What follows belongs to an exercise in optimizing a design on an open flow for small area, a short achievable clock period and few clock cycles; a production flow would make more cautious choices. No functional check of the RTL was part of any run shown here.

==> design/flow/design.v <==
`timescale          1ns/1ps
`default_nettype    none
module NfiVe_MDU (
	input clk,
	input rst_n,
	input start,
	output done,
	input [2:0] op,
	input mul_div,
	input [31:0] op1, op2,
	output [31:0] result
);
	reg st_mul, st_corr, st_mfin, st_pre, st_div, st_radd, st_fin;
	wire st_idle = ~(st_mul | st_corr | st_mfin | st_pre | st_div | st_radd | st_fin);
	reg        done_r;
	reg        rem;     
	reg        mulhi;   
	reg        dv;      
	reg [4:0]  cnt;
	reg [32:0] M;       
	reg [31:0] B;       
	reg [35:0] acc_s;   
	reg [35:0] acc_c;   
	reg        cb;      
	reg        corr;    
	reg        inv;     
	reg        sa;      
	reg        one0, two0, neg0, one1, two1, neg1;   
	reg        r0z, r0i;                             
	assign done = done_r;
	assign result = B;
	wire        sgn_div = ~op[0];
	wire        a_neg = sgn_div & op1[31];
	wire        b_neg = sgn_div & op2[31];
	wire [31:0] a_abs = a_neg ? (~op1 + 32'd1) : op1;
	wire [31:0] b_abs = b_neg ? (~op2 + 32'd1) : op2;
	wire [5:0] za_in, zb_raw;
	lzc32 u_lza (.x(op1 ^ {32{a_neg}}), .z(za_in));
	lzc32 u_lzb (.x(op2 ^ {32{b_neg}}), .z(zb_raw));
	wire [5:0] zb_in = (zb_raw[5] & b_neg) ? 6'd31 : zb_raw;
	wire        msx = M[32] & ~dv;
	wire [34:0] m35 = {msx, msx, M};
	wire [34:0] m2  = {msx, M, 1'b0};
	wire [34:0] pp0 = ({35{one0}} & m35 | {35{two0}} & m2) ^ {35{neg0}};
	wire [34:0] pp1 = ({35{one1}} & m35 | {35{two1}} & m2) ^ {35{neg1}};
	wire [39:0] r0 = {{4{acc_s[35]}}, acc_s};
	wire [39:0] r3 = {{4{acc_c[35]}}, acc_c};
	wire [39:0] r1 = {{5{pp0[34]}}, pp0};
	wire [39:0] r2 = {{3{pp1[34]}}, pp1, neg1, neg1};
	wire [39:0] s1 = r0 ^ r1 ^ r2;
	wire [39:0] c1 = {(r0[38:0] & r1[38:0]) | (r0[38:0] & r2[38:0]) | (r1[38:0] & r2[38:0]), neg1};
	wire [39:0] s2 = s1 ^ c1 ^ r3;
	wire [39:0] c2 = {(s1[38:0] & c1[38:0]) | (s1[38:0] & r3[38:0]) | (c1[38:0] & r3[38:0]), neg0};
	wire [4:0]  lo = {1'b0, s2[3:0]} + {1'b0, c2[3:0]} + {4'd0, cb};
	wire [35:0] ax = (acc_s & {36{~r0z}}) ^ {36{r0i}};
	wire [35:0] ay = acc_c | {pp0[34], pp0};
	wire        cin = neg0 | cb | r0i;
	wire [36:0] sum_x = {ax, 1'b1} + {ay, cin};
	wire [35:0] sum = sum_x[36:1];
	wire        sneg = sum[35];
	wire [2:0] nb0 = st_idle ? {op2[1:0], 1'b0} : B[5:3];
	wire [2:0] nb1 = st_idle ? op2[3:1] : B[7:5];
	reg  [5:0] za, zb;
	reg        afix;    
	wire [31:0] pa = acc_s[31:0];
	wire [15:0] any1, mul1;
	wire [7:0]  any2, mul2;
	wire [3:0]  any3, mul3;
	wire [1:0]  any4, mul4;
	genvar k;
	generate
		for (k = 0; k < 16; k = k + 1) begin : pw1
			assign any1[k] = pa[2*k] | pa[2*k+1];
			assign mul1[k] = pa[2*k] & pa[2*k+1];
		end
		for (k = 0; k < 8; k = k + 1) begin : pw2
			assign any2[k] = any1[2*k] | any1[2*k+1];
			assign mul2[k] = mul1[2*k] | mul1[2*k+1] | (any1[2*k] & any1[2*k+1]);
		end
		for (k = 0; k < 4; k = k + 1) begin : pw3
			assign any3[k] = any2[2*k] | any2[2*k+1];
			assign mul3[k] = mul2[2*k] | mul2[2*k+1] | (any2[2*k] & any2[2*k+1]);
		end
		for (k = 0; k < 2; k = k + 1) begin : pw4
			assign any4[k] = any3[2*k] | any3[2*k+1];
			assign mul4[k] = mul3[2*k] | mul3[2*k+1] | (any3[2*k] & any3[2*k+1]);
		end
	endgenerate
	wire a_pow2 = ~(mul4[0] | mul4[1] | (any4[0] & any4[1]));
	wire fix_a = sa & a_pow2 & ~afix;
	wire [6:0] sdiff = {1'b0, zb} - {1'b0, za};
	wire       b_zero = zb[5];
	wire       s_neg = sdiff[6];
	wire       quick = b_zero | s_neg;
	wire [32:0] m_al = {1'b0, M[31:0]} << sdiff[4:0];
	wire       inv_n = rem ? sa : (sa ^ inv);
	wire       pre_go = st_pre & ~fix_a;
	wire mul_last = st_mul & (cnt == 5'd0);
	wire div_last = st_div & (cnt == 5'd0);
	wire [31:0] q_new = {B[30:0], ~sneg};
	always @(posedge clk or negedge rst_n) begin
		if (~rst_n) begin
			st_mul <= 1'b0; st_corr <= 1'b0; st_mfin <= 1'b0;
			st_pre <= 1'b0; st_div <= 1'b0; st_radd <= 1'b0; st_fin <= 1'b0;
			done_r <= 1'b0;
		end else begin
			st_mul  <= st_idle & start & mul_div | st_mul & (cnt != 5'd0);
			st_corr <= mul_last & corr;
			st_mfin <= mul_last & mulhi & ~corr | st_corr;
			st_pre  <= st_idle & start & ~mul_div | st_pre & fix_a;
			st_div  <= pre_go & ~quick | st_div & (cnt != 5'd0);
			st_radd <= div_last & rem & sneg;
			st_fin  <= pre_go & quick | div_last & (rem ? ~sneg : inv) | st_radd & inv;
			done_r  <= st_mul & (cnt == 5'd1) & ~mulhi
			         | mul_last & mulhi & ~corr
			         | st_corr
			         | pre_go & quick
			         | pre_go & ~quick & (sdiff[4:0] == 5'd0) & ~rem & ~inv_n
			         | st_div & (cnt == 5'd1) & ~rem & ~inv
			         | div_last & (rem ? ~(sneg & inv) : inv)
			         | st_radd & inv;
		end
	end
	always @(posedge clk) begin
		if (st_idle | st_mul) begin
			one0 <= nb0[1] ^ nb0[0];
			two0 <= (nb0[2] & ~nb0[1] & ~nb0[0]) | (~nb0[2] & nb0[1] & nb0[0]);
			neg0 <= nb0[2];
			one1 <= nb1[1] ^ nb1[0];
			two1 <= (nb1[2] & ~nb1[1] & ~nb1[0]) | (~nb1[2] & nb1[1] & nb1[0]);
			neg1 <= nb1[2];
			r0z <= 1'b0;
			r0i <= 1'b0;
		end
		if (st_idle & start & ~mul_div) begin
			one0 <= 1'b1; two0 <= 1'b0; neg0 <= 1'b1;
			one1 <= 1'b0; two1 <= 1'b0; neg1 <= 1'b0;
		end
		if (mul_last) begin
			one0 <= corr; two0 <= 1'b0; neg0 <= 1'b0;
			one1 <= 1'b0; two1 <= 1'b0; neg1 <= 1'b0;
		end
		if (st_corr) one0 <= 1'b0;
		if (pre_go & quick) begin
			one0 <= 1'b0; neg0 <= 1'b0;
			r0i <= rem & sa;
		end
		if (st_div) begin
			if (cnt != 5'd0)
				neg0 <= ~sneg;
			else if (rem) begin
				one0 <= sneg;
				neg0 <= 1'b0;
				r0i <= ~sneg & inv;
			end else begin
				neg0 <= 1'b1;
				r0z <= 1'b1;
			end
		end
		if (st_radd) begin
			one0 <= 1'b0;
			r0i <= 1'b1;
		end
		if (st_idle & start) begin
			rem <= op[1];
			mulhi <= op[1:0] != 2'b00;
			dv <= ~mul_div;
			za <= za_in;
			zb <= zb_in;
			afix <= 1'b0;
			cb <= 1'b0;
			acc_c <= 36'd0;
			if (mul_div) begin
				M <= {op[1:0] != 2'b11 & op1[31], op1};
				B <= op2;
				acc_s <= 36'd0;
				cnt <= 5'd7;
				corr <= op[1] & op2[31];
			end else begin
				M <= {1'b0, b_abs};
				acc_s <= {4'd0, a_abs};
				sa <= a_neg;
				inv <= b_neg;    
			end
		end
		if (st_mul) begin
			acc_s <= s2[39:4];
			acc_c <= c2[39:4];
			cb <= lo[4];
			B <= {lo[3:0], B[31:4]};
			cnt <= cnt - 5'd1;
		end
		if (st_corr) begin
			acc_s <= s2[35:0];
			acc_c <= c2[35:0];
		end
		if (st_mfin) B <= sum[31:0];
		if (st_pre & fix_a) begin
			za <= za - 6'd1;
			afix <= 1'b1;
		end
		if (pre_go) begin
			if (quick) begin
				B <= b_zero ? 32'hffffffff : 32'd0;
				inv <= rem & sa;
			end else begin
				B <= 32'd0;
				M <= m_al;
				cnt <= sdiff[4:0];
				inv <= inv_n;
			end
		end
		if (st_div) begin
			acc_s <= sum;
			cnt <= cnt - 5'd1;
			if (cnt != 5'd0) begin
				M <= {1'b0, M[32:1]};
				B <= q_new;
			end else if (!rem) begin
				if (inv)
					M <= {1'b0, q_new};
				else
					B <= q_new;
			end
		end
		if (st_radd) begin
			acc_s <= sum;
			B <= sum[31:0];
		end
		if (st_fin & (rem | inv)) B <= sum[31:0];
	end
endmodule
module lzc32 (
	input  [31:0] x,
	output [5:0]  z
);
	wire [7:0] v;
	wire [15:0] g;   
	genvar i;
	generate
		for (i = 0; i < 8; i = i + 1) begin : grp
			wire [3:0] n = x[4*i+3:4*i];
			assign v[i] = |n;
			assign g[2*i+1:2*i] = n[3] ? 2'd0 : n[2] ? 2'd1 : n[1] ? 2'd2 : 2'd3;
		end
	endgenerate
	wire [3:0] v8;
	wire [11:0] g8;
	generate
		for (i = 0; i < 4; i = i + 1) begin : p8
			assign v8[i] = v[2*i+1] | v[2*i];
			assign g8[3*i+2:3*i] = v[2*i+1] ? {1'b0, g[4*i+3:4*i+2]} : {1'b1, g[4*i+1:4*i]};
		end
	endgenerate
	wire [1:0] v16;
	wire [7:0] g16;
	generate
		for (i = 0; i < 2; i = i + 1) begin : p16
			assign v16[i] = v8[2*i+1] | v8[2*i];
			assign g16[4*i+3:4*i] = v8[2*i+1] ? {1'b0, g8[6*i+5:6*i+3]} : {1'b1, g8[6*i+2:6*i]};
		end
	endgenerate
	assign z = v16[1] ? {2'b00, g16[7:4]} :
	           v16[0] ? {2'b01, g16[3:0]} : 6'd32;
endmodule
==> design/flow/flow/run.sh <==
#!/bin/bash
set -euo pipefail
cd "$(dirname "$0")/.."
bash standard.sh $(cat flow/knobs.txt) finish > flow_standard.log 2>&1
==> design/flow/flow/knobs.txt <==
SETUP_SLACK_MARGIN=6.8 TNS_END_PERCENT=0
==> design/flow/standard.sh <==
#!/bin/bash
# synth_recipe.tcl (not shown) runs the flow's synth.tcl, then flattens the netlist and writes it again
# the make line also repeats each setting of config.mk as NAME=value (left out here)
make -C /OpenROAD-flow-scripts/flow DESIGN_CONFIG=/design/flow/config.mk WORK_HOME=/design/flow/orfs CLKGATE_MAP_FILE= SYNTH_SCRIPT=/design/flow/synth_recipe.tcl "${@:-finish}"
==> design/flow/config.mk <==
export PLATFORM = sky130hd
export DESIGN_NAME = NfiVe_MDU
export DESIGN_NICKNAME = NfiVe_MDU
export VERILOG_FILES = /design/flow/design.v
export SDC_FILE = /design/flow/constraint.sdc
export NUM_CORES = 4
export LEC_CHECK = 0
export CAP_MARGIN = 20
export CORE_MARGIN = 2
export CORE_UTILIZATION = 45
export SLEW_MARGIN = 20
==> design/flow/constraint.sdc <==
create_clock -name core_clock -period 10.0 [get_ports {clk}]
set_input_delay 2.0000 -clock core_clock [delete_from_list [all_inputs] [get_ports {clk}]]
set_output_delay 2.0000 -clock core_clock [all_outputs]
set_load 0.01 [all_outputs]
==> metrics.md, run 1 <==
| Metric | Value |
|---|---|
| CTS tree | `yes` |
| Async set or reset register ratio after synthesis | `0.0449` |
| Top FF cell, synth | `edfxtp_1` |
| Grt ovf | `0` |
| Ys Warns | `1` |
| I/O pins | `104` |
| Final ANT Viol Nets | `0` |
| Setup crit end kind | `flip-flop` |
| Routed vias | `21200` |
| Total nets after synthesis | `2802` |
| Max transition margin | `0.261` |
| CORE AREA | `approximately 45000 um^2` |
| Die height | `about 220 um` |
| Drt total wl | `around 90000 um` |
| Clock-pin slew on the worst setup and hold paths | `around 0.08 ns` |
| CP Launch Type | `input pin` |
| EDFF count, synth | `92` |
| Routed vias/inst | `~6.7` |
| Hold Path Class | `flip-flop to flip-flop` |
| Clock Tree Buf Depth | `2` |
| Synth top cells by count | `nand2_1 (290), a21oi_1 (197), xnor2_1 (179)` |
| Pre-antenna DRT Iters | `6` |
| Synth Instances | `2603` |
| Synth top area share | `0.135` |
| Fin Hold WS | `about 0.47 ns` |
| Die extent in x | `217 um` |
| Root buffer cell | `clkbuf_16` |
| Dpl ws | `4.33 ns` |
| Final-report max-slew violation count | `0` |
| DRC | `0` |
| Die area | `47300 um^2` |
| Initial antenna violation count | `1` |
| Synthesized flop and latch total | `178` |
| Placer Congestion | `1.02` |
| Largest net degree at the start of global routing | `66` |
| DR iter-0 viols | `2450` |
| Latest clock arrival within the worst-skew pair | `0.51 ns` |
| Syn avg cell area | `7.87 um^2` |
| Setup CP Type | `input pin to flip-flop` |
| Sequential fraction of the synthesis area | `0.221` |
| Syn-to-layout area delta | `13.1%` |
| Layout cells sized above 1 | `0.131` |
| Final-report hold violation count | `0` |
| GRT Util Overall | `0.385` |
| CP cell instances | `buf_4 > or4_4 > nor2_4 > nand4_1 > or3_4 > o31ai_4 > xor2_1 > nor2_2 > o31a_1` |
| Drt wl/cell | `between 20 and 30 um` |
| Final core utilization | `0.513` |
| Critical path fanouts, max | `8` |
| Period minus WS final | `3.98 ns` |
| CP max-delay cell | `or4_4` |
| First-pass GRT wire length | `133000 um` |
| Setup TNS | `0 ns` |
| Area contributors post-synth | `edfxtp_1 (13%), xnor2_1 (7.6%), dfxtp_1 (7.6%), fa_1 (7.6%), nand2_1 (5.3%)` |
| Max incr delay on CP | `0.56 ns` |
| Number of CTS-inserted buffers | `17` |
| Buffers on Ports | `102` |
| Row cnt | `78` |
| Fmax | `251 MHz` |
| Worst Tran Pin Value | `1.11 ns` |
| Number of global-route vias before repair | `20000` |
| Skew final | `0.0151 ns` |
| Status | `no timing/DRC/antenna violations` |
| # H-tree levels | `4` |
| PnR worst setup slack | `approximately 6.0 ns` |
| RSZ-0062 raised after global routing | `true` |
| Layout Nets | `between 2000 and 3000` |
| Detailed Place HPWL | `slightly below 70000 um` |
| Clk sinks | `178` |
| MaxCap Viol Count | `0` |
| Initial core utilization | `0.454` |
| Crit path DAT | `roughly 4.2 ns` |
| Post-Syn Area | `20500 um^2` |
| CP required | `a little over 10 ns` |
| Endpoints failing setup | `0` |
| Synth cell types | `101` |
| Area leader, netlist | `edfxtp_1` |
| Most common cell in the netlist | `nand2_1` |
| Final worst path period share | `0.398` |
-- cells by family after synthesis --
group	after synthesis	share of synthesized area
AO/OA/AOI/OAI	839	0.267
AND/OR/NAND/NOR	746	0.174
buffers and inverters	389	0.0764
XOR/XNOR	218	0.0932
flip-flops	178	0.221
adder cells (fa/ha/maj)	128	0.107
multiplexers	105	0.0623
-- metal layers --
metal  wire [um]  GRT usage  vias to the layer above
met5           0          0                        -
met4        6770      0.228                        0
met3        8550     0.0877                      254
met2       40100      0.598                     1253
met1       35800      0.491                    10400
li1            -          -                     9325
-- worst paths after layout --
kind                                      from  cells past startpoint                  end  slack [ns]
worst max-delay path                    op1[2]                      9  acc_s[27]$_DFFE_PP_        6.02
worst min-delay path               r0z$_DFF_P_                      2          r0z$_DFF_P_        0.47
worst max register to register  neg0$_DFFE_PP_                     14  acc_s[28]$_DFFE_PP_        6.11
worst min register to register     r0z$_DFF_P_                      2          r0z$_DFF_P_        0.47
max in group asynchronous                rst_n                      1     st_pre$_DFF_PN0_        7.73
min in group asynchronous                rst_n                      1     st_mul$_DFF_PN0_        1.87
-- sequential cells by signal (all words and copies together), names as in the netlist, 5 cells and up --
name / count
B: 32
M: 33
acc_c: 36
acc_s: 36
cnt: 5
za: 6
zb: 6
-- layout make-up --
| type | instances | area (um^2) |
|---|---|---|
| fill | 4354 | 22000 |
| antenna | 1 | 2.50 |
| timing repair inverter | 2 | 17.5 |
| inverter | 137 | 567 |
| timing repair buffer | 188 | 1700 |
| multi-input combinational | 2037 | 15000 |
| clock inverter | 10 | 95.1 |
| sequential | 178 | 4560 |
| tap | 600 | 751 |
| clock buffer | 22 | 497 |
-- worst max-delay path, delay by kind of cell --
family / cells / cell delay (ns)
buffers and inverters: 1 / 0.17
AND/OR/NAND/NOR: 5 / 1.39
AO/OA/AOI/OAI: 2 / 0.46
XOR/XNOR: 1 / 0.20
-- per-stage QoR --
stage / instances / cell area [um^2]
after floorplan: 2603 / 20500
after global placement: 3090 / 21500
after detailed placement: 3091 / 21600
after CTS: 3155 / 22900
after global routing: 3174 / 23200
final: 3175 / 23200
-- cell usage in the layout, fill, tap and decap left out, types with 17 or more instances in the layout --
master | synthesis | layout
mux2i_1 | 72 | 72
nor2b_1 | 21 | 19
a22oi_1 | 80 | 78
nand2b_1 | 57 | 52
xnor2_1 | 179 | 170
clkbuf_16 | 0 | 19
dlygate4sd2_1 | 0 | 22
fa_1 | 78 | 77
ha_1 | 50 | 45
o31ai_1 | 21 | 20
nor2_1 | 170 | 168
edfxtp_1 | 92 | 92
dfxtp_1 | 78 | 57
xor2_1 | 39 | 35
a31oi_1 | 25 | 25
o211ai_1 | 25 | 25
buf_4 | 15 | 73
o22ai_1 | 82 | 82
clkbuf_2 | 5 | 18
o21ai_0 | 177 | 162
nand3_1 | 33 | 31
dfxtp_2 | 0 | 17
a21oi_1 | 197 | 187
a211oi_1 | 54 | 52
clkdlybuf4s50_1 | 0 | 42
nor4_1 | 21 | 17
a221oi_1 | 28 | 28
a21o_1 | 24 | 24
or3_1 | 21 | 20
nor3_1 | 42 | 34
nand2_1 | 290 | 287
inv_1 | 131 | 127
nand4_1 | 23 | 23
-- timing repair --
item	in CTS	in global routing
cloned	6	0
endpoints found under the setup margin	199	224
pin swaps	20	34
gates resized for setup	246	97
buffers inserted	26	18
endpoints found under the hold margin	0	0
hold buffers	0	0
==> run 2, diff against run 1 <==
--- a/design/flow/design.v
+++ b/design/flow/design.v
@@ -16,7 +16,6 @@
 	reg        rem;     
 	reg        mulhi;   
-	reg        dv;      
 	reg [4:0]  cnt;
-	reg [32:0] M;       
+	reg [33:0] M;       
 	reg [31:0] B;       
 	reg [35:0] acc_s;   
@@ -26,4 +25,6 @@
 	reg        inv;     
 	reg        sa;      
+	reg        bn;      
+	reg        apow2;   
 	reg        one0, two0, neg0, one1, two1, neg1;   
 	reg        r0z, r0i;                             
@@ -33,13 +34,11 @@
 	wire        a_neg = sgn_div & op1[31];
 	wire        b_neg = sgn_div & op2[31];
-	wire [31:0] a_abs = a_neg ? (~op1 + 32'd1) : op1;
-	wire [31:0] b_abs = b_neg ? (~op2 + 32'd1) : op2;
+	wire        a_p2 = a_neg & ~|(~op1[31:1] & op1[30:0]);
 	wire [5:0] za_in, zb_raw;
 	lzc32 u_lza (.x(op1 ^ {32{a_neg}}), .z(za_in));
 	lzc32 u_lzb (.x(op2 ^ {32{b_neg}}), .z(zb_raw));
 	wire [5:0] zb_in = (zb_raw[5] & b_neg) ? 6'd31 : zb_raw;
-	wire        msx = M[32] & ~dv;
-	wire [34:0] m35 = {msx, msx, M};
-	wire [34:0] m2  = {msx, M, 1'b0};
+	wire [34:0] m35 = {M[33], M};
+	wire [34:0] m2  = {M, 1'b0};
 	wire [34:0] pp0 = ({35{one0}} & m35 | {35{two0}} & m2) ^ {35{neg0}};
 	wire [34:0] pp1 = ({35{one1}} & m35 | {35{two1}} & m2) ^ {35{neg1}};
@@ -63,36 +62,11 @@
 	reg  [5:0] za, zb;
 	reg        afix;    
-	wire [31:0] pa = acc_s[31:0];
-	wire [15:0] any1, mul1;
-	wire [7:0]  any2, mul2;
-	wire [3:0]  any3, mul3;
-	wire [1:0]  any4, mul4;
-	genvar k;
-	generate
-		for (k = 0; k < 16; k = k + 1) begin : pw1
-			assign any1[k] = pa[2*k] | pa[2*k+1];
-			assign mul1[k] = pa[2*k] & pa[2*k+1];
-		end
-		for (k = 0; k < 8; k = k + 1) begin : pw2
-			assign any2[k] = any1[2*k] | any1[2*k+1];
-			assign mul2[k] = mul1[2*k] | mul1[2*k+1] | (any1[2*k] & any1[2*k+1]);
-		end
-		for (k = 0; k < 4; k = k + 1) begin : pw3
-			assign any3[k] = any2[2*k] | any2[2*k+1];
-			assign mul3[k] = mul2[2*k] | mul2[2*k+1] | (any2[2*k] & any2[2*k+1]);
-		end
-		for (k = 0; k < 2; k = k + 1) begin : pw4
-			assign any4[k] = any3[2*k] | any3[2*k+1];
-			assign mul4[k] = mul3[2*k] | mul3[2*k+1] | (any3[2*k] & any3[2*k+1]);
-		end
-	endgenerate
-	wire a_pow2 = ~(mul4[0] | mul4[1] | (any4[0] & any4[1]));
-	wire fix_a = sa & a_pow2 & ~afix;
+	wire fix_a = apow2 & ~afix;
 	wire [6:0] sdiff = {1'b0, zb} - {1'b0, za};
 	wire       b_zero = zb[5];
 	wire       s_neg = sdiff[6];
 	wire       quick = b_zero | s_neg;
-	wire [32:0] m_al = {1'b0, M[31:0]} << sdiff[4:0];
-	wire       inv_n = rem ? sa : (sa ^ inv);
+	wire [33:0] m_al = M << sdiff[4:0];
+	wire       inv_n = rem ? sa : (sa ^ bn);
 	wire       pre_go = st_pre & ~fix_a;
 	wire mul_last = st_mul & (cnt == 5'd0);
@@ -134,6 +108,12 @@
 		end
 		if (st_idle & start & ~mul_div) begin
-			one0 <= 1'b1; two0 <= 1'b0; neg0 <= 1'b1;
+			one0 <= 1'b0; two0 <= 1'b0; neg0 <= 1'b0;
 			one1 <= 1'b0; two1 <= 1'b0; neg1 <= 1'b0;
+			r0i <= a_neg;
+		end
+		if (st_pre) begin
+			r0i <= 1'b0;
+			one0 <= 1'b1;
+			neg0 <= ~bn;
 		end
 		if (mul_last) begin
@@ -148,8 +128,8 @@
 		if (st_div) begin
 			if (cnt != 5'd0)
-				neg0 <= ~sneg;
+				neg0 <= ~sneg ^ bn;
 			else if (rem) begin
 				one0 <= sneg;
-				neg0 <= 1'b0;
+				neg0 <= sneg & bn;
 				r0i <= ~sneg & inv;
 			end else begin
@@ -160,4 +140,5 @@
 		if (st_radd) begin
 			one0 <= 1'b0;
+			neg0 <= 1'b0;
 			r0i <= 1'b1;
 		end
@@ -165,5 +146,4 @@
 			rem <= op[1];
 			mulhi <= op[1:0] != 2'b00;
-			dv <= ~mul_div;
 			za <= za_in;
 			zb <= zb_in;
@@ -172,5 +152,5 @@
 			acc_c <= 36'd0;
 			if (mul_div) begin
-				M <= {op[1:0] != 2'b11 & op1[31], op1};
+				M <= {{2{op[1:0] != 2'b11 & op1[31]}}, op1};
 				B <= op2;
 				acc_s <= 36'd0;
@@ -178,8 +158,9 @@
 				corr <= op[1] & op2[31];
 			end else begin
-				M <= {1'b0, b_abs};
-				acc_s <= {4'd0, a_abs};
+				M <= {{2{b_neg}}, op2};
+				acc_s <= {{4{a_neg}}, op1};
 				sa <= a_neg;
-				inv <= b_neg;    
+				bn <= b_neg;
+				apow2 <= a_p2;
 			end
 		end
@@ -196,4 +177,5 @@
 		end
 		if (st_mfin) B <= sum[31:0];
+		if (st_pre & ~afix) acc_s <= sum;    
 		if (st_pre & fix_a) begin
 			za <= za - 6'd1;
@@ -215,9 +197,9 @@
 			cnt <= cnt - 5'd1;
 			if (cnt != 5'd0) begin
-				M <= {1'b0, M[32:1]};
+				M <= {M[33], M[33:1]};
 				B <= q_new;
 			end else if (!rem) begin
 				if (inv)
-					M <= {1'b0, q_new};
+					M <= {2'b00, q_new};
 				else
 					B <= q_new;
==> run 2 against run 1 <==
Net effect:
- clock skew down 0.0032 ns
- critical path type unchanged
==> metrics.md, run 2 <==
| Metric | Value |
|---|---|
| Pre-antenna DRT Iters | `8` |
| Synth cell types | `80` |
| Synthesized flop and latch total | `between 150 and 200` |
| Initial antenna violation count | `2` |
| Ys Warns | `1` |
| Final-report max-slew violation count | `0` |
| Crit path DAT | `4.44 ns` |
| Total nets after synthesis | `2629` |
| Biggest regs | `acc_c: 36 flops, acc_s: 36 flops, M: 34 flops` |
| CP max-delay cell | `clkdlybuf4s50_1` |
| Buf/Inv on CP | `2` |
| CTS tree | `yes` |
| Clk sinks | `180` |
| Max transition margin | `0.269` |
| CP required | `10.35 ns` |
| Area leader, netlist | `edfxtp_1` |
| CP top delay family | `compound AO/OA/AOI/OAI gates` |
| Row cnt | `75` |
| Layout cells sized above 1 | `0.106` |
| Largest family of logic cells by synthesized area | `compound AO/OA/AOI/OAI gates` |
| Status | `no timing/DRC/antenna violations` |
| Final worst path period share | `0.409` |
| Commonest non-fill, non-tap cells in the layout | `nand2_1 (249), nor2_1 (198), a21oi_1 (179)` |
| Synth Area in XOR/XNOR | `0.0740` |
| Setup TNS | `0 ns` |
| Mux share of post-synthesis cell area | `0.0736` |
| Critical path fanouts, max | `8` |
| GRT Util Overall | `0.364` |
| MaxCap Viol Count | `0` |
| Die height | `~210 um` |
| CP Launch Type | `input pin` |
| Post-synthesis simple-gate area fraction | `0.160` |
| Top FF cell, synth | `edfxtp_1` |
| Synth top cells by count | `nand2_1 (250), nor2_1 (202), a21oi_1 (182)` |
| Area contributors post-synth | `edfxtp_1 (14%), dfxtp_1 (8.2%), fa_1 (8.1%), xnor2_1 (6.3%), nand2_1 (4.9%)` |
| Endpoints failing setup | `0` |
| Async set or reset register ratio after synthesis | `0.0444` |
| Drt total wl | `between 80000 and 90000 um` |
| # H-tree levels | `4` |
| Syn avg cell area | `7.93 um^2` |
| Buffers on Ports | `102` |
| DR iter-0 viols | `approximately 2500` |
| Worst Setup SP | `op2[3]` |
| Hold Path Class | `flip-flop to flip-flop` |
| CP cell instances | `clkdlybuf4s50_1 > inv_1 > a211oi_2 > o22ai_1 > a221oi_2 > nand2_1 > a21bo_2 > nand3_1 > a31oi_1 > a2bb2oi_2` |
| Largest net degree at the start of global routing | `between 70 and 80` |
| Synth Area in Compound Gates | `0.264` |
| Sequential fraction of the synthesis area | `0.237` |
| Crit path capture | `zb[0]$_SDFFCE_PP1P_` |
| Die area | `44500 um^2` |
| Most common cell after layout, fill and taps aside | `nand2_1` |
| Final ANT Viol Nets | `0` |
| Syn-to-layout area delta | `13.9%` |
| First-pass GRT wire length | `120000 um` |
| Initial core utilization | `0.458` |
| Drt wl/cell | `27.5 um` |
| Final-report hold violation count | `0` |
| Worst R2R Path Depth | `20` |
| Period minus WS final | `4.09 ns` |
| R2R Setup Slk | `roughly 5.9 ns` |
| Fmax | `245 MHz` |
| CORE AREA | `roughly 42000 um^2` |
| Synth top area share | `0.145` |
| Max incr delay on CP | `0.73 ns` |
| Hold buffer count at cts | `0` |
| Detailed Place HPWL | `57600 um` |
| Root buffer cell | `clkbuf_16` |
| Fill cells | `4016` |
| DRC | `0` |
| Adder-Cell Fraction of Synth Area | `0.113` |
| Latest clock arrival within the worst-skew pair | `0.51 ns` |
| Grt ovf | `0` |
| Dpl ws | `4.38 ns` |
| Die extent in x | `211 um` |
| Number of global-route vias before repair | `18600` |
| Post-Syn Area | `19300 um^2` |
| Most common cell in the netlist | `nand2_1` |
| RSZ-0062 raised after global routing | `true` |
| PnR worst setup slack | `5.91 ns` |
| Routed vias/inst | `between 6 and 7` |
| Worst Tran Pin Value | `1.10 ns` |
| Placer Congestion | `0.988` |
| Number of CTS-inserted buffers | `17` |
| Setup crit end kind | `flip-flop` |
| Layout Nets | `roughly 2600` |
| Setup CP Type | `input pin to flip-flop` |
| Clock Tree Buf Depth | `2` |
| Critical path depth | `10` |
| Skew final | `0.0118 ns` |
| I/O pins | `104` |
| Synth Instances | `between 2000 and 2500` |
| Routed vias | `19700` |
| EDFF count, synth | `93` |
| Worst r2r dst | `neg0$_SDFFE_PP0P_` |
| Clock-pin slew on the worst setup and hold paths | `0.07 ns` |
| FF-to-FF Start | `one0$_SDFF_PP0_` |
| HP Start | `afix$_SDFFE_PP1P_` |
[run 2: cell count changes after synthesis, moves of 15 or more]
cell / change
a21oi_1: -15
a221oi_1: +33
buf_2: -17
inv_1: +25
mux2i_1: +18
nand2_1: -40
nor2_1: +32
nor3_1: -17
o21ai_0: -34
o22ai_1: -16
xnor2_1: -41
xor2_1: -16
[run 2: through the flow]
step                 util  instances  instance area, um^2  hold slack (ns)
floorplan               -       2431                19400            0.456
global placement    0.485       2874                20400            0.472
detailed placement  0.486       2874                20500            0.482
CTS                 0.514       2937                21700            0.499
global route        0.521       2947                22000            0.511
finish              0.521       2949                22000            0.494
[run 2: kinds of logic (layout without fill, tap and decap cells)]
family / Yosys count / count (layout)
AOI/OAI and AO/OA: 773 / 773
and+or+nand+nor: 681 / 684
buffers and inverters: 393 / 367
DFF: 180 / 180
xor gates and xnor gates: 162 / 162
adders and majority gates: 127 / 127
muxes: 115 / 115
other: 0 / 2
[run 2: how the worst min path moves through the flow]
stage	end	cells past startpoint
after floorplan	afix$_SDFFE_PP1P_	2
after global placement	afix$_SDFFE_PP1P_	2
after detailed placement	afix$_SDFFE_PP1P_	2
after CTS	afix$_SDFFE_PP1P_	2
after global routing	afix$_SDFFE_PP1P_	2
final	afix$_SDFFE_PP1P_	2
[run 2: routing by layer]
metal  vias up  GRT usage  wire [um]
met5         -          0          0
met2      1250      0.538      34300
met4         0      0.204       5000
li1       8669          -          -
met3       195     0.0830       9020
met1      9603      0.492      32700
[run 2: cell type report]
cell class / instances / area (um^2) / area share
sequential: 180 / 4620 / 0.211
clock inverter: 14 / 186 / 0.00849
inverter: 161 / 658 / 0.0300
tap: 539 / 674 / 0.0307
multi-input combinational: 1861 / 13700 / 0.624
timing repair buffer: 173 / 1670 / 0.0761
clock buffer: 18 / 429 / 0.0195
antenna: 2 / 5.00 / 0.000228
timing repair inverter: 1 / 8.76 / 0.000399
[run 2: what timing repair did]
action,CTS,global route
gates cloned,3,1
resized for setup,97,52
buffers inserted,28,9
pin swaps,18,22
setup endpoints to repair,241,243
[run 2: worst register-to-register path, cell delays in order, from the launching register on]
cell       delay, ns
dfxtp_4         0.39
buf_6           0.13
a22oi_2         0.21
xnor2_2         0.11
or2_4           0.25
ha_4            0.26
o21a_1          0.15
o311a_4         0.22
o2111ai_4       0.18
a21o_4          0.29
o311ai_4        0.34
a31oi_4         0.18
o21ai_4         0.21
xor2_2          0.16
buf_6           0.18
inv_6           0.06
ha_4            0.27
nand2_4         0.05
o31ai_4         0.08
a21oi_2         0.09
o21a_1          0.14
==> run 3, diff against run 2 <==
==> design/flow/flow/knobs.txt (replaced) <==
SETUP_SLACK_MARGIN=7.3 TNS_END_PERCENT=0
==> run 3 against run 2 <==
Net effect:
- via count unchanged
- synthesized cell count unchanged
- cell count did not move
- first-iteration DRC count unchanged
- clock skew unchanged
==> metrics.md, run 3 <==
| Metric | Value |
|---|---|
| Status | `no timing/DRC/antenna violations` |
| Die extent in x | `211 um` |
| R2R Setup Slk | `5.94 ns` |
| Synth top cells by count | `nand2_1 (250), nor2_1 (202), a21oi_1 (182)` |
| Syn-to-layout area delta | `13.9%` |
| Final ANT Viol Nets | `0` |
| DRC | `0` |
| Number of global-route vias before repair | `18600` |
| GRT Util Overall | `0.364` |
| HP Start | `afix$_SDFFE_PP1P_` |
| Most common cell after layout, fill and taps aside | `nand2_1` |
| Commonest non-fill, non-tap cells in the layout | `nand2_1 (249), nor2_1 (198), a21oi_1 (179)` |
| Top FF cell, synth | `edfxtp_1` |
| Synthesized flop and latch total | `180` |
| Hold Path Class | `flip-flop to flip-flop` |
| Die area | `roughly 45000 um^2` |
| Ys Warns | `1` |
| Detailed Place HPWL | `57600 um` |
| RSZ-0062 raised after global routing | `true` |
| CORE AREA | `42100 um^2` |
| CP top delay family | `compound AO/OA/AOI/OAI gates` |
| DR iter-0 viols | `2464` |
| Final-report hold violation count | `0` |
| CP Launch Type | `input pin` |
| Placed cells | `2874` |
| Root buffer cell | `clkbuf_16` |
| Worst r2r dst | `neg0$_SDFFE_PP0P_` |
| DR WL met2 | `between 30000 and 40000 um` |
| Fmax | `245 MHz` |
| Pre-antenna DRT Iters | `8` |
| Final-report max-slew violation count | `0` |
| Clock Tree Buf Depth | `2` |
| Post-Layout Cell Count | `between 2000 and 3000` |
| Hold buffer count at cts | `0` |
| # H-tree levels | `4` |
| CP required | `10.35 ns` |
| Clk sinks | `180` |
| Most common cell in the netlist | `nand2_1` |
| Die height | `211 um` |
| Synth top area share | `0.145` |
| MaxCap Viol Count | `0` |
| Latest clock arrival within the worst-skew pair | `between 0.5 and 0.6 ns` |
| Number of CTS-inserted buffers | `17` |
| Syn avg cell area | `7.93 um^2` |
| Worst R2R Path Depth | `20` |
| Sequential fraction of the synthesis area | `0.237` |
| CP max-delay cell | `clkdlybuf4s50_1` |
| Buffers on Ports | `102` |
| Async set or reset register ratio after synthesis | `0.0444` |
| Synth Instances | `2431` |
| Synth cell types | `80` |
| Area of the multi-input gates | `~14000 um^2` |
| Routed vias | `19700` |
| I/O pins | `between 100 and 150` |
| Setup CP Type | `input pin to flip-flop` |
| Period minus WS final | `4.09 ns` |
| Grt ovf | `0` |
| First-pass GRT wire length | `roughly 120000 um` |
| Layout cells sized above 1 | `0.106` |
| Biggest regs | `acc_c: 36 flops, acc_s: 36 flops, M: 34 flops` |
| Wl on met1 | `32700 um` |
| Setup crit end kind | `flip-flop` |
| Layout Nets | `2593` |
| Area contributors post-synth | `edfxtp_1 (14%), dfxtp_1 (8.2%), fa_1 (8.1%), xnor2_1 (6.3%), nand2_1 (4.9%)` |
| Setup TNS | `0 ns` |
| Buf/Inv on CP | `2` |
| Min-Delay Endpoint | `afix$_SDFFE_PP1P_` |
| Routed vias/inst | `~6.7` |
| CTS tree | `yes` |
| EDFF count, synth | `93` |
| Clock-pin slew on the worst setup and hold paths | `0.07 ns` |
| Endpoints failing setup | `0` |
| Drt total wl | `~80000 um` |
| Area leader, netlist | `edfxtp_1` |
| Crit path DAT | `4.44 ns` |
| Placer Congestion | `0.988` |
| Max transition margin | `0.269` |
| Largest net degree at the start of global routing | `74` |
| Top sig layer | `met4` |
| CP cell instances | `clkdlybuf4s50_1 > inv_1 > a211oi_2 > o22ai_1 > a221oi_2 > nand2_1 > a21bo_2 > nand3_1 > a31oi_1 > a2bb2oi_2` |
| Worst Tran Pin Value | `roughly 1.1 ns` |
| Skew final | `~0.012 ns` |
| Max incr delay on CP | `0.73 ns` |
| Initial antenna violation count | `2` |
| Fill cells | `4016` |
| Metal3 WL | `9020 um` |
| Critical path fanouts, max | `8` |
| Total nets after synthesis | `2629` |
| FF+latch area | `4620 um^2` |
| FF-to-FF Start | `one0$_SDFF_PP0_` |
| Final worst path period share | `0.409` |
| Initial core utilization | `0.458` |
| WHS Path Cells | `2` |
| Row cnt | `75` |
| Drt wl/cell | `27.5 um` |
| Post-Syn Area | `approximately 19000 um^2` |
## run 3: repair_timing
action | 4_1_cts | 5_1_grt
cloned | 3 | 1
setup endpoints to repair | 299 | 291
setup buffers | 28 | 9
pin swaps | 18 | 22
gates resized for setup | 97 | 52
## run 3: worst max-delay path by stage
| stage | startpoint | to | slack (ns) | cells after the start |
|---|---|---|---|---|
| floorplan | op1[23] | za[0]$_DFFE_PP_ | 6.39 | 9 |
| global placement | op2[31] | zb[0]$_SDFFCE_PP1P_ | 4.37 | 12 |
| detailed placement | op2[31] | zb[0]$_SDFFCE_PP1P_ | 4.38 | 12 |
| CTS | one0$_SDFF_PP0_ | neg0$_SDFFE_PP0P_ | 6.00 | 19 |
| global route | one0$_SDFF_PP0_ | neg0$_SDFFE_PP0P_ | 5.87 | 20 |
| finish | op2[3] | zb[0]$_SDFFCE_PP1P_ | 5.91 | 10 |
## run 3: tightest hold or removal path: cells and delay by family, from the launching register on
kind            cells  cell delay (ns)
compound gates      1             0.07
buf+inv             1             0.05
flops               1             0.32
## run 3: cell families after synthesis
kind of cell	synth area share
fa+ha+maj	0.113
compound gates	0.264
mux	0.0736
flops	0.237
xor+xnor	0.0740
simple gates	0.160
buf+inv	0.0788
## run 3: final cells by class
type,instances,area share
timing repair inverter,1,0.000399
sequential,180,0.211
multi-input combinational,1861,0.624
inverter,161,0.0300
antenna,2,0.000228
timing repair buffer,173,0.0761
tap,539,0.0307
clock inverter,14,0.00849
clock buffer,18,0.0195
## run 3: per-layer routing
layer  vias to the layer above  GRT usage
met4                         0      0.204
met3                       195     0.0830
met2                      1250      0.538
met1                      9603      0.492
li1                       8669          -
met5                         -          0
## run 3: through the flow
| step | util | instance area (um^2) | hold slack [ns] | setup WS, ns |
|---|---|---|---|---|
| 5_1_grt | 0.521 | 22000 | 0.511 | 5.87 |
| 3_3_place_gp | 0.485 | 20400 | 0.472 | 4.37 |
| 2_1_floorplan | - | 19400 | 0.456 | 6.39 |
| 4_1_cts | 0.514 | 21700 | 0.499 | 6.00 |
| 6_report | 0.521 | 22000 | 0.494 | 5.91 |
| 3_5_place_dp | 0.486 | 20500 | 0.482 | 4.38 |
==> run 4, diff against run 3 <==
--- a/design/flow/design.v
+++ b/design/flow/design.v
@@ -28,5 +28,6 @@
 	reg        apow2;   
 	reg        one0, two0, neg0, one1, two1, neg1;   
-	reg        r0z, r0i;                             
+	reg        r0i;                                  
+	reg        yz;                                   
 	assign done = done_r;
 	assign result = B;
@@ -52,10 +53,13 @@
 	wire [39:0] c2 = {(s1[38:0] & c1[38:0]) | (s1[38:0] & r3[38:0]) | (c1[38:0] & r3[38:0]), neg0};
 	wire [4:0]  lo = {1'b0, s2[3:0]} + {1'b0, c2[3:0]} + {4'd0, cb};
-	wire [35:0] ax = (acc_s & {36{~r0z}}) ^ {36{r0i}};
-	wire [35:0] ay = acc_c | {pp0[34], pp0};
-	wire        cin = neg0 | cb | r0i;
-	wire [36:0] sum_x = {ax, 1'b1} + {ay, cin};
+	wire [35:0] ax = acc_s ^ {36{r0i}};
+	wire        cin = cb | r0i;
+	wire [36:0] sum_x = {ax, 1'b1} + {acc_c & {36{~yz}}, cin};
 	wire [35:0] sum = sum_x[36:1];
-	wire        sneg = sum[35];
+	wire [36:0] dif_x = {acc_s, 1'b1} + {~acc_c, 1'b1};
+	wire [35:0] dif = dif_x[36:1];
+	wire        dsub = ~acc_s[35] ^ bn;
+	wire [35:0] rnew = dsub ? dif : sum;
+	wire        sneg = rnew[35];
 	wire [2:0] nb0 = st_idle ? {op2[1:0], 1'b0} : B[5:3];
 	wire [2:0] nb1 = st_idle ? op2[3:1] : B[7:5];
@@ -104,17 +108,11 @@
 			two1 <= (nb1[2] & ~nb1[1] & ~nb1[0]) | (~nb1[2] & nb1[1] & nb1[0]);
 			neg1 <= nb1[2];
-			r0z <= 1'b0;
 			r0i <= 1'b0;
+			yz <= 1'b0;
 		end
 		if (st_idle & start & ~mul_div) begin
-			one0 <= 1'b0; two0 <= 1'b0; neg0 <= 1'b0;
-			one1 <= 1'b0; two1 <= 1'b0; neg1 <= 1'b0;
 			r0i <= a_neg;
 		end
-		if (st_pre) begin
-			r0i <= 1'b0;
-			one0 <= 1'b1;
-			neg0 <= ~bn;
-		end
+		if (st_pre) r0i <= 1'b0;
 		if (mul_last) begin
 			one0 <= corr; two0 <= 1'b0; neg0 <= 1'b0;
@@ -123,23 +121,13 @@
 		if (st_corr) one0 <= 1'b0;
 		if (pre_go & quick) begin
-			one0 <= 1'b0; neg0 <= 1'b0;
 			r0i <= rem & sa;
 		end
-		if (st_div) begin
-			if (cnt != 5'd0)
-				neg0 <= ~sneg ^ bn;
-			else if (rem) begin
-				one0 <= sneg;
-				neg0 <= sneg & bn;
-				r0i <= ~sneg & inv;
-			end else begin
-				neg0 <= 1'b1;
-				r0z <= 1'b1;
-			end
+		if (div_last) begin
+			r0i <= rem ? ~sneg & inv : 1'b1;
+			yz <= ~sneg;
 		end
 		if (st_radd) begin
-			one0 <= 1'b0;
-			neg0 <= 1'b0;
 			r0i <= 1'b1;
+			yz <= 1'b1;
 		end
 		if (st_idle & start) begin
@@ -188,5 +176,5 @@
 			end else begin
 				B <= 32'd0;
-				M <= m_al;
+				acc_c <= {{2{m_al[33]}}, m_al};
 				cnt <= sdiff[4:0];
 				inv <= inv_n;
@@ -194,19 +182,18 @@
 		end
 		if (st_div) begin
-			acc_s <= sum;
+			acc_s <= rnew;
 			cnt <= cnt - 5'd1;
 			if (cnt != 5'd0) begin
-				M <= {M[33], M[33:1]};
+				acc_c <= {acc_c[35], acc_c[35:1]};
 				B <= q_new;
 			end else if (!rem) begin
-				if (inv)
-					M <= {2'b00, q_new};
-				else
-					B <= q_new;
+				acc_s <= {4'd0, q_new};
+				acc_c <= 36'd0;
+				B <= q_new;
 			end
 		end
 		if (st_radd) begin
-			acc_s <= sum;
-			B <= sum[31:0];
+			acc_s <= rnew;
+			B <= rnew[31:0];
 		end
 		if (st_fin & (rem | inv)) B <= sum[31:0];
==> design/flow/flow/knobs.txt (replaced) <==
SETUP_SLACK_MARGIN=7 TNS_END_PERCENT=0
==> run 4 against run 3 <==
Net effect:
- critical endpoint unchanged
- cell count grew 20%
- critical path type unchanged
- still clean
- synthesized cell count grew 21%
- critical path depth decreased by 2
- sequential cell count decreased by 1
==> metrics.md, run 4 <==
| Metric | Value |
|---|---|
| Status | `no timing/DRC/antenna violations` |
| Root buffer cell | `clkbuf_16` |
| Worst R2R Path Depth | `14` |
| Buffers on Ports | `102` |
| Drt total wl | `106000 um` |
| Area leader, netlist | `edfxtp_1` |
| Critical path fanouts, max | `6` |
| Synth Instances | `a little under 3000` |
| Worst Tran Pin Value | `1.09 ns` |
| Worst r2r dst | `acc_s[34]$_DFFE_PP_` |
| Number of CTS-inserted buffers | `17` |
| MaxCap Viol Count | `0` |
| Final worst path period share | `0.384` |
| Async set or reset register ratio after synthesis | `0.0447` |
| Synth cell types | `91` |
| Top FF cell, synth | `edfxtp_1` |
| Syn avg cell area | `between 7 and 8 um^2` |
| Setup TNS | `0 ns` |
| Initial antenna violation count | `2` |
| Final core utilization | `0.514` |
| Final-report max-slew violation count | `0` |
| I/O pins | `104` |
| Layout cells sized above 1 | `0.111` |
| CORE AREA | `between 40000 and 50000 um^2` |
| Final ANT Viol Nets | `0` |
| Placed cells | `3484` |
| Row cnt | `81` |
| # H-tree levels | `4` |
| Skew final | `0.0341 ns` |
| Worst Setup SP | `op2[17]` |
| R2R Setup Slk | `a little over 6 ns` |
| Most common cell in the netlist | `nand2_1` |
| Layout Nets | `~3100` |
| GRT Util Overall | `0.410` |
| Synthesized flop and latch total | `around 180` |
| Detailed Place HPWL | `78200 um` |
| First-pass GRT wire length | `151000 um` |
| Initial core utilization | `0.453` |
| Total nets after synthesis | `around 3200` |
| Ys Warns | `1` |
| Syn-to-layout area delta | `13.3%` |
| Largest net degree at the start of global routing | `88` |
| Pre-antenna DRT Iters | `8` |
| Endpoints failing setup | `0` |
| Die extent in x | `225 um` |
| CTS tree | `yes` |
| Area contributors post-synth | `edfxtp_1 (12%), dfxtp_1 (7.4%), fa_1 (7.0%), a21oi_1 (6.7%), nand2_1 (5.4%)` |
| Biggest regs | `acc_c: 36 flops, acc_s: 36 flops, M: 33 flops` |
| Post-Syn Area | `22100 um^2` |
| Max transition margin | `0.271` |
| Commonest non-fill, non-tap cells in the layout | `nand2_1 (316), a21oi_1 (289), nor2_1 (279)` |
| Clock Tree Buf Depth | `2` |
| Setup crit end kind | `flip-flop` |
| Die height | `~230 um` |
| Placer Congestion | `1.04` |
| Final-report hold violation count | `0` |
| DRC | `0` |
| Grt ovf | `0` |
| Synth top area share | `0.123` |
| Fmax | `261 MHz` |
| Clock-pin slew on the worst setup and hold paths | `~0.08 ns` |
| Most common cell after layout, fill and taps aside | `nand2_1` |
| Die area | `around 50000 um^2` |
| DR iter-0 viols | `3835` |
| Routed vias/inst | `6.86` |
| Crit path capture | `zb[0]$_SDFFCE_PP1P_` |
| FF-to-FF Start | `r0i$_SDFFE_PP1P_` |
| Number of global-route vias before repair | `~22000` |
| Drt wl/cell | `about 30 um` |
| Post-Layout Cell Count | `3549` |
| Crit path DAT | `4.10 ns` |
| Sequential fraction of the synthesis area | `0.205` |
| Setup CP Type | `input pin to flip-flop` |
| Hold Path Class | `flip-flop to flip-flop` |
| Routed vias | `24300` |
| CP Launch Type | `input pin` |
| Latest clock arrival within the worst-skew pair | `0.52 ns` |
| RSZ-0062 raised after global routing | `true` |
| Synth top cells by count | `nand2_1 (318), a21oi_1 (297), nor2_1 (286)` |
| Clk sinks | `179` |
| Period minus WS final | `about 3.8 ns` |
| EDFF count, synth | `90` |
| CP required | `around 10 ns` |
-- run 4: layout make-up --
| cell class | instances | area (um^2) |
|---|---|---|
| clock buffers | 18 | 450 |
| well taps | 622 | 778 |
| inverters | 179 | 704 |
| multi-input cells | 2358 | 16700 |
| diodes | 2 | 5.00 |
| clock inverters | 14 | 150 |
| flip-flops and latches | 179 | 4540 |
| fillers | 4733 | 23700 |
| repair buffers | 175 | 1650 |
| repair inverters | 2 | 17.5 |
-- run 4: kinds of logic after synthesis --
kind of cell / after synthesis / share of synthesized area
AOI/OAI and AO/OA: 1063 / 0.308
xor gates and xnor gates: 185 / 0.0738
adders and majority gates: 160 / 0.117
buffers and inverters: 395 / 0.0683
DFF: 179 / 0.205
muxes: 115 / 0.0632
and+or+nand+nor: 834 / 0.165
-- run 4: repair_timing --
action                                  4_1_cts  5_1_grt
resized for setup                           216      109
pin swaps                                    16       17
hold buffers                                  0        0
setup buffers                                14       11
hold endpoints to repair                      0        0
gates cloned                                  3        3
endpoints found under the setup margin      275      202
-- run 4: layer usage --
layer | wire length (um) | track usage | vias to the layer above | share of wire
li1 | - | - | 10600 | -
met1 | 41900 | 0.555 | 11600 | 0.40
met2 | 43500 | 0.591 | 1754 | 0.41
met3 | 12900 | 0.0917 | 345 | 0.12
met4 | 7720 | 0.252 | 2 | 0.073
met5 | 12 | 0 | - | 0.00011
-- run 4: critical path: stages --
cell and delay [ns]:
clkdlybuf4s50_1 0.74, o21ai_0 0.40, o22ai_2 0.14, a21oi_1 0.17, o21bai_1 0.09, a21oi_1 0.20, o32ai_1 0.12, a22o_1 0.23
-- run 4: worst min-delay path by stage --
| stage | from | endpoint | slack [ns] | cells past startpoint |
|---|---|---|---|---|
| 2_1_floorplan | cnt[0]$_DFF_P_ | cnt[0]$_DFF_P_ | 0.46 | 1 |
| 4_1_cts | acc_c[32]$_DFF_P_ | acc_c[31]$_DFF_P_ | 0.51 | 1 |
| 3_3_place_gp | acc_c[32]$_DFF_P_ | acc_c[31]$_DFF_P_ | 0.49 | 1 |
| 5_1_grt | acc_c[32]$_DFF_P_ | acc_c[31]$_DFF_P_ | 0.55 | 1 |
| 3_5_place_dp | acc_c[26]$_DFF_P_ | acc_c[25]$_DFF_P_ | 0.50 | 1 |
| 6_report | acc_c[26]$_DFF_P_ | acc_c[25]$_DFF_P_ | 0.52 | 1 |
-- run 4: metrics by stage --
| step | area [um^2] | worst slack [ns] | hold WS, ns |
|---|---|---|---|
| floorplan | 22100 | 6.17 | 0.461 |
| global placement | 23500 | 4.62 | 0.488 |
| detailed placement | 23500 | 4.61 | 0.497 |
| CTS | 24600 | 6.27 | 0.513 |
| global route | 25000 | 6.16 | 0.545 |
| finish | 25000 | 6.16 | 0.516 |
==> run 5, diff against run 4 <==
--- a/design/flow/config.mk
+++ b/design/flow/config.mk
@@ -6,4 +6,5 @@
 export NUM_CORES = 4
 export LEC_CHECK = 0
+export ABC_AREA = 1
 export CAP_MARGIN = 20
 export CORE_MARGIN = 2
==> run 5 against run 4 <==
Net effect:
- synthesized cell count up 32%
- die area up 8.4%
- wire length up 12%
- critical path type is now flip-flop to flip-flop
==> metrics.md, run 5 <==
| Metric | Value |
|---|---|
| CP required | `10.26 ns` |
| Final-report max-slew violation count | `0` |
| Setup crit end kind | `flip-flop` |
| Most common cell in the netlist | `nand2_1` |
| Root buffer cell | `clkbuf_16` |
| Number of CTS-inserted buffers | `17` |
| Clk sinks | `179` |
| Synth top area share | `0.161` |
| Layout Nets | `4131` |
| Setup CP Type | `flip-flop to flip-flop` |
| Initial core utilization | `0.456` |
| Grt ovf | `0` |
| # H-tree levels | `4` |
| Layout cells sized above 1 | `0.0831` |
| First-pass GRT wire length | `169000 um` |
| Die extent in x | `235 um` |
| CTS tree | `yes` |
| Endpoints failing setup | `0` |
| Die height | `235 um` |
| Sequential fraction of the synthesis area | `0.189` |
| Most common cell after layout, fill and taps aside | `nand2_1` |
| Routed vias | `roughly 28000` |
| DRC | `0` |
| Period minus WS final | `~3.5 ns` |
| Critical path fanouts, max | `13` |
| Commonest non-fill, non-tap cells in the layout | `nand2_1 (1020), inv_1 (535), o21ai_0 (316)` |
| Ys Warns | `1` |
| MaxCap Viol Count | `0` |
| PnR worst setup slack | `6.48 ns` |
| Number of global-route vias before repair | `25000` |
| Final worst path period share | `0.352` |
| Final ANT Viol Nets | `0` |
| Buffers on Ports | `102` |
| Pre-antenna DRT Iters | `7` |
| Max transition margin | `0.198` |
| Final-report hold violation count | `0` |
| Total nets after synthesis | `about 4100` |
| GRT Util Overall | `0.416` |
| Status | `no timing/DRC/antenna violations` |
| Crit path DAT | `3.78 ns` |
| CP cell instances | `clkinvlp_4 > buf_12 > buf_12 > o22ai_1 > xor2_1 > fa_1 > inv_1 > fa_1 > o22ai_1 > nand2_1 > o211ai_1 > nand3_1 > nand3_1` |
| EDFF count, synth | `90` |
| Detailed Place HPWL | `90500 um` |
| CP Launch Type | `flip-flop` |
| Synth Instances | `~3900` |
| Setup TNS | `0 ns` |
| Synth top cells by count | `nand2_1 (1027), inv_1 (562), o21ai_0 (325)` |
| Synth cell types | `between 60 and 70` |
| CP max-delay cell | `fa_1` |
| Die area | `55100 um^2` |
| Area contributors post-synth | `nand2_1 (16%), edfxtp_1 (11%), inv_1 (8.8%), o21ai_0 (6.8%), dfxtp_1 (6.8%)` |
| Dpl ws | `4.78 ns` |
| Top FF cell, synth | `edfxtp_1` |
| Placer Congestion | `1.03` |
| Clock Tree Buf Depth | `2` |
| Synthesized flop and latch total | `179` |
| Final core utilization | `0.514` |
| Area leader, netlist | `nand2_1` |
| Clock-pin slew on the worst setup and hold paths | `0.08 ns` |
| Initial antenna violation count | `4` |
| Skew final | `0.0167 ns` |
| Syn-to-layout area delta | `12.7%` |
| I/O pins | `104` |
| Routed vias/inst | `just over 6` |
| Row cnt | `84` |
| CORE AREA | `52600 um^2` |
| Async set or reset register ratio after synthesis | `0.0447` |
| Worst Tran Pin Value | `between 1 and 1.5 ns` |
| RSZ-0062 raised after global routing | `true` |
| Largest net degree at the start of global routing | `111` |
| Max incr delay on CP | `around 0.64 ns` |
| Biggest regs | `acc_c: 36 flops, acc_s: 36 flops, M: 33 flops` |
| Syn avg cell area | `between 6 and 7 um^2` |
| Hold Path Class | `flip-flop to flip-flop` |
| Drt total wl | `roughly 120000 um` |
| Drt wl/cell | `25.8 um` |
| Fmax | `284 MHz` |
| Latest clock arrival within the worst-skew pair | `0.52 ns` |
| Post-Syn Area | `23900 um^2` |
| DR iter-0 viols | `roughly 4000` |
## run 5: cell type report
cell class                 instances  area [um^2]
fill                            5645        25500
multi-input combinational       2923        16800
sequential                       179         4600
inverter                         581         2260
timing repair buffer             195         1930
tap                              688          861
clock buffer                      21          450
clock inverter                    11         80.1
timing repair inverter             3         23.8
antenna                            5         12.5
## run 5: repair_timing
action                     CTS  global route
cloned                      11             3
setup endpoints to repair  249           203
buffers inserted            48             8
pin swaps                   42            27
hold buffers                 0             0
hold endpoints to repair     0             0
resized for setup          251            26
## run 5: logic make-up (layout without fill, tap and decap cells)
family | Yosys count | in the layout | synth area share
AND/OR/NAND/NOR | 1659 | 1665 | 0.287
AO/OA/AOI/OAI | 906 | 906 | 0.217
buffers and inverters | 765 | 811 | 0.127
flip-flops | 179 | 179 | 0.189
XOR/XNOR | 172 | 172 | 0.0642
adder cells (fa/ha/maj) | 160 | 160 | 0.108
multiplexers | 20 | 20 | 0.00836
other | 0 | 5 | 0
## run 5: metrics by stage
step / cell area, um^2 / cells / hold slack, ns
2_1_floorplan: 24000 / 3861 / 0.448
3_3_place_gp: 25200 / 4499 / 0.471
3_5_place_dp: 25200 / 4499 / 0.468
6_report: 27000 / 4606 / 0.483
4_1_cts: 26700 / 4590 / 0.480
5_1_grt: 27000 / 4601 / 0.511
## run 5: final timing paths
| check | start | endpoint | slack, ns | cells past startpoint |
|---|---|---|---|---|
| setup / recovery | two0$_SDFFE_PP0P_ | acc_s[21]$_DFFE_PP_ | 6.48 | 13 |
| hold / removal | acc_c[7]$_DFF_P_ | acc_c[6]$_DFF_P_ | 0.48 | 2 |
| setup reg to reg | two0$_SDFFE_PP0P_ | acc_s[21]$_DFFE_PP_ | 6.48 | 13 |
| hold reg to reg | acc_c[7]$_DFF_P_ | acc_c[6]$_DFF_P_ | 0.48 | 2 |
| max in group asynchronous | rst_n | st_radd$_DFF_PN0_ | 7.86 | 1 |
| min in group asynchronous | rst_n | st_mul$_DFF_PN0_ | 1.79 | 1 |
## run 5: layer usage
metal / GRT usage / wire, um
met1: 0.566 / 48100
met2: 0.570 / 46500
met3: 0.120 / 15400
met4: 0.270 / 8880
met5: 0 / 0
## run 5: critical path, delay by kind of cell (launching register included)
family,cells,cell delay (ns)
AND/OR/NAND/NOR,3,0.40
buffers and inverters,4,0.47
flip-flops,1,0.39
XOR/XNOR,1,0.10
adder cells (fa/ha/maj),2,1.13
AO/OA/AOI/OAI,3,0.77

==> what the ideal ports hide <==
No port has a modelled driver above. Below, the same layouts with a new extraction and two added sets of constraints.
Step 1, drivers: a clkbuf_16 drives clk and a buf_2 each remaining input, both assumed.
Step 2 adds t to the input delays and takes it off the output delays; t is the mean of the earliest and latest rising clock arrival at the registers after step 1. Input paths then give back, and output paths get back, about the clock's delay inside the block.
Three values: ideal, step 1, step 2; two values: the first two.
| run | t (ns) | setup slack, ns | pins driven straight from the clock port |
|---|---|---|---|
| run 1 | 0.554 | 6.022 / 6.051 / 5.496 | 1 |
| run 2 | 0.556 | 5.914 / 5.912 / 5.356 | 1 |
| run 3 | 0.556 | 5.914 / 5.912 / 5.356 | 1 |
| run 4 | 0.559 | 6.164 / 6.184 / 5.641 | 1 |
| run 5 | 0.571 | 6.485 / 6.485 / 6.026 | 1 |
After both steps every run listed still meets setup and hold.
